From an optimization exercise on the open Yosys and OpenROAD flow, aimed at small area, a short achievable clock period and few clock cycles; shortcuts taken in it are not production practice.
In this exercise RTL edits were held to simulation tests only and were not proved equivalent to the original.
Power figures rest on the tool's default switching activity, not on a simulated workload.

Setup of run 1:
## levinson_top
module levinson_top(clock, reset, start, done,
	scratch_mem_read_addr, scratch_mem_in,
	scratch_mem_write_addr, scratch_mem_out, scratch_mem_write_en);
Size: about 6500 cells after synthesis, ~620 flip-flops, roughly 93 I/O pins, roughly 0.048 mm² of cells after synthesis.
==> flow/config.mk <==
export PLATFORM = sky130hd
export DESIGN_NAME = levinson_top
export DESIGN_NICKNAME = levinson_top
export VERILOG_FILES = /design/flow/design.v
export SDC_FILE = /design/flow/constraint.sdc
export NUM_CORES = 8
export LEC_CHECK = 0
export ABC_AREA = 1
export CAP_MARGIN = 20
export CORE_MARGIN = 2
export CORE_UTILIZATION = 45
export CTS_CLUSTER_DIAMETER = 100
export CTS_CLUSTER_SIZE = 16
export PLACE_DENSITY = 0.65
export SLEW_MARGIN = 20
==> flow/constraint.sdc <==
create_clock -name core_clock -period 20.0 [get_ports {clock}]
set_input_delay 4.0000 -clock core_clock [delete_from_list [all_inputs] [get_ports {clock}]]
set_output_delay 4.0000 -clock core_clock [all_outputs]
set_load 0.01 [all_outputs]
standard.sh (not shown) runs the stock make flow with config.mk's settings and CLKGATE_MAP_FILE= SYNTH_SCRIPT=/design/flow/synth_recipe.tcl, a recipe that flattens the netlist after the stock synthesis.
==> flow/flow/run.sh <==
#!/bin/bash
set -euo pipefail
bash standard.sh SETUP_SLACK_MARGIN=15 finish > standard.log 2>&1
Run 1 | stages: all done | timing, DRC, antenna: all pass
Testbench counts of run 1, summed over its fixed seeds: cycles 1,370,400.
The inputs of run 2 differ from those of run 1 as listed below.
==> flow/flow/run.sh <==
#!/bin/bash
set -euo pipefail
bash standard.sh SETUP_SLACK_MARGIN=14.8 finish > standard.log 2>&1
--- a/flow/config.mk
+++ b/flow/config.mk
@@ -11 +11 @@
-export CORE_UTILIZATION = 45
+export CORE_UTILIZATION = 40
@@ -14 +14 @@
-export PLACE_DENSITY = 0.65
+export PLACE_DENSITY = 0.6
==> summary.txt <==
Run 2: done, clean on timing, DRC and antenna. Summary of run 2 over run 1: required time of the critical path now larger; sequential share of layout area stayed essentially flat; relative area change from synthesis to final layout went down 0.73 points; global-route wire length before repair went up 4.9 mm; final cell count up 2.4%. On depth of the worst register-to-register path: run 2 sits below run 1.
Input-level comparison between run 3 and run 2:
==> flow/flow/run.sh <==
#!/bin/bash
set -euo pipefail
bash standard.sh SETUP_SLACK_MARGIN=15 finish > standard.log 2>&1
[summary]
Run 3 | stages: all done | timing, DRC, antenna: all pass
On worst hold slack, run 2 and run 3 are neck and neck.
From run 3 to run 2, number of buffers inserted for hold repair after clock tree synthesis did not move at all.
The run with more setup slack is run 3; run 2 has less.
Run 2 -> run 3: fraction of the yosys area taken by sequential cells flat
Final routed wire length divided by cell count of run 3 is on par with run 2.
The total vias in the final route of run 2 and that of run 3 are within noise of each other.
In run 3 the core utilization turned out 0.27 points higher than in run 2.
Run 2 -> run 3: number of nets at the end of the flow flat

levinson_top, a different RTL version from the one above (not shown whole).
Size in the first run: roughly 7400 cells after synthesis, ~630 flip-flops, ~0.053 mm^2 of cells after synthesis.
==> flow/config.mk <==
export PLATFORM = sky130hd
export DESIGN_NAME = levinson_top
export DESIGN_NICKNAME = levinson_top
export VERILOG_FILES = /design/flow/design.v
export SDC_FILE = /design/flow/constraint.sdc
export NUM_CORES = 8
export LEC_CHECK = 0
export ABC_AREA = 1
export CAP_MARGIN = 20
export CORE_MARGIN = 2
export CORE_UTILIZATION = 50
export PLACE_DENSITY = 0.7
export SLEW_MARGIN = 20
==> flow/constraint.sdc <==
create_clock -name core_clock -period 20.0 [get_ports {clock}]
set_input_delay 4.0000 -clock core_clock [delete_from_list [all_inputs] [get_ports {clock}]]
set_output_delay 4.0000 -clock core_clock [all_outputs]
set_load 0.01 [all_outputs]
run.sh (not shown) runs the stock make flow with config.mk's settings and CLKGATE_MAP_FILE= SYNTH_SCRIPT=/design/flow/synth_recipe.tcl, a recipe that flattens the netlist after the stock synthesis.
Stock flow here: none of the scripts above is used.
Testbench counts at the start, summed over its fixed seeds: cycles 1,370,400.
Edit:
--- a/flow/config.mk
+++ b/flow/config.mk
@@ -8 +7,0 @@
-export ABC_AREA = 1
@@ -11,2 +10,2 @@
-export CORE_UTILIZATION = 50
-export PLACE_DENSITY = 0.7
+export CORE_UTILIZATION = 30
+export PLACE_DENSITY = 0.5
Worst hold slack got worse by 0.0054 ns.
Setup slack got worse by 0.32 ns.
Routed wire length grows by 5.0%.
Sequential power went down by about 3%.
Die area goes up by 72%.
Via count goes down by 3.7%.
Power shrinks by 3.0%.
Count of clock-buffer cells in the layout came out higher by 17.
Sequential share of layout area decreases by 1.7 points.

Another version of the RTL of levinson_top (not shown whole).
Size: about 6500 cells after synthesis, ~0.048 sq mm of cells after synthesis.
Settings: LEC_CHECK=0, ABC_AREA=1, CAP_MARGIN=20, CORE_MARGIN=2, CORE_UTILIZATION=40, CTS_CLUSTER_DIAMETER=100, CTS_CLUSTER_SIZE=16, PLACE_DENSITY=0.6, SLEW_MARGIN=20; clock period 20.0 ns.
standard.sh (not shown) runs the stock make flow with config.mk's settings and CLKGATE_MAP_FILE= SYNTH_SCRIPT=/design/flow/synth_recipe.tcl, a recipe that flattens the netlist after the stock synthesis.
==> flow/flow/run.sh <==
#!/bin/bash
set -euo pipefail
bash standard.sh SETUP_SLACK_MARGIN=15.2 finish > standard.log 2>&1
Testbench counts at the start, summed over its fixed seeds: cycles 1,327,200.
Change:
==> flow/run.sh (new file) <==
#!/bin/bash
# synth_recipe.tcl (not shown) runs the flow's synth.tcl, then flattens the netlist and writes it again
# the make line also repeats each setting of config.mk as NAME=value (left out here)
make -C /OpenROAD-flow-scripts/flow DESIGN_CONFIG=/design/flow/config.mk WORK_HOME=/design/flow/orfs CLKGATE_MAP_FILE= SYNTH_SCRIPT=/design/flow/synth_recipe.tcl finish
--- a/flow/config.mk
+++ b/flow/config.mk
@@ -7,3 +7,2 @@
 export LEC_CHECK = 0
-export ABC_AREA = 1
 export CAP_MARGIN = 20
@@ -11,4 +10,2 @@
 export CORE_UTILIZATION = 40
-export CTS_CLUSTER_DIAMETER = 100
-export CTS_CLUSTER_SIZE = 16
 export PLACE_DENSITY = 0.6
removed: flow/flow/run.sh
removed: flow/standard.sh
The new run finished clean.
Register-to-register slack degrades by 2.2 ns.
Via count decreases by about 3.4%.
Setup slack is worse by 1.8 ns.
Count of clock-buffer cells in the layout climbs by 24.
Die area is higher by 3.7%.
Routed wire length drops by 11%.
Flip-flop and latch count does not change.
Power rose by about 1.1%.
Global-route usage shrinks by 5.8 points.
Core utilization goes down by 0.46 points.

Starting RTL as in the previous note.
export LEC_CHECK = 0
export ABC_AREA = 1
export CAP_MARGIN = 20
export CORE_MARGIN = 2
export CORE_UTILIZATION = 35
export CTS_CLUSTER_DIAMETER = 100
export CTS_CLUSTER_SIZE = 16
export PLACE_DENSITY = 0.55
export SLEW_MARGIN = 20
create_clock -name core_clock -period 20.0 [get_ports {clock}]
==> flow/flow/run.sh <==
#!/bin/bash
set -euo pipefail
bash standard.sh SETUP_SLACK_MARGIN=15 finish > standard.log 2>&1
The baseline completed with no timing, DRC or antenna violations.
Testbench counts at the start, summed over its fixed seeds: cycles 1,327,200.
Next try:
==> flow/run.sh (new file) <==
#!/bin/bash
# synth_recipe.tcl (not shown) runs the flow's synth.tcl, then flattens the netlist and writes it again
# the make line also repeats each setting of config.mk as NAME=value (left out here)
make -C /OpenROAD-flow-scripts/flow DESIGN_CONFIG=/design/flow/config.mk WORK_HOME=/design/flow/orfs CLKGATE_MAP_FILE= SYNTH_SCRIPT=/design/flow/synth_recipe.tcl finish
CORE_UTILIZATION = 40   (was 35)
CTS_CLUSTER_DIAMETER = default   (was 100)
CTS_CLUSTER_SIZE = default   (was 16)
PLACE_DENSITY = 0.6   (was 0.55)
removed: flow/flow/run.sh
removed: flow/standard.sh
Result: Synthesized cell count stays the same; design area went up by 0.37%; setup slack got worse by 1.5 ns; sequential share of layout area fell by 0.29 points.
Next try:
==> flow/flow/run.sh (new file) <==
#!/bin/bash
set -euo pipefail
bash standard.sh SETUP_SLACK_MARGIN=15 finish > standard.log 2>&1
==> flow/standard.sh (new file) <==
#!/bin/bash
# synth_recipe.tcl (not shown) runs the flow's synth.tcl, then flattens the netlist and writes it again
# the make line also repeats each setting of config.mk as NAME=value (left out here)
make -C /OpenROAD-flow-scripts/flow DESIGN_CONFIG=/design/flow/config.mk WORK_HOME=/design/flow/orfs CLKGATE_MAP_FILE= SYNTH_SCRIPT=/design/flow/synth_recipe.tcl "${@:-finish}"
CTS_CLUSTER_DIAMETER = 110   (was default)
CTS_CLUSTER_SIZE = 18   (was default)
removed: flow/run.sh
Setup slack gets better by 1.6 ns.
Register-to-register slack improved by 1.8 ns.
Cell count is lower by 0.39%.
Count of clock-buffer cells in the layout drops by 40.
Via count drops by about 0.32%.
Sequential power hardly moves.
Combinational power increases by about 1%.
Non-clock buffer count goes up by 46.
Power decreases by about 6%.
First-iteration DRC count went down by 2.4%.
Utilization came out lower by 0.58 points.

## afterwards: timing with drivers on the ports
How much do the figures lean on ideal ports? The routed layouts below were timed once more, with nothing changed but the port constraints. Step 1: set_driving_cell puts a clkbuf_16 on clock and a buf_2 on each other input, an assumption about the parent block. Step 2 times the ports against the registers' clock, not the clock port: input delays grow and output delays shrink by t, the midpoint of the rising clock arrivals with the driver on. Slacks: ideal ports / drivers / drivers and shift; pairs: ideal ports / drivers.
run | t, ns | slack for setup (ns) | hold slack, ns
run 1 | 0.754 | 14.777 / 14.696 / 14.742 | 0.355 / 0.355 / 0.355
run 2 | 0.762 | 14.764 / 14.727 / 14.718 | 0.378 / 0.378 / 0.378
run 3 | 0.764 | 14.816 / 14.735 / 14.710 | 0.376 / 0.376 / 0.376
the first run of note 2 | 0.760 | 14.097 / 14.018 / 14.270 | 0.420 / 0.420 / 0.420
the second run of note 2 | 0.793 | 13.778 / 13.778 / 13.778 | 0.415 / 0.415 / 0.415
the first run of note 3 | 0.770 | 14.780 / 14.702 / 14.598 | 0.393 / 0.393 / 0.393
the second run of note 3 | 0.781 | 13.024 / 13.024 / 13.024 | 0.413 / 0.413 / 0.413
the first run of note 4 | 0.764 | 14.749 / 14.662 / 14.473 | 0.365 / 0.365 / 0.365
the second run of note 4 | 0.782 | 13.207 / 13.207 / 13.207 | 0.381 / 0.381 / 0.381
the third run of note 4 | 0.738 | 14.788 / 14.709 / 14.626 | 0.387 / 0.387 / 0.387
After both steps setup and hold are still met in every run listed. For the first run of note 4, which loses most, drivers alone change the setup slack by -0.087 ns; drivers and shift together by -0.276 ns.
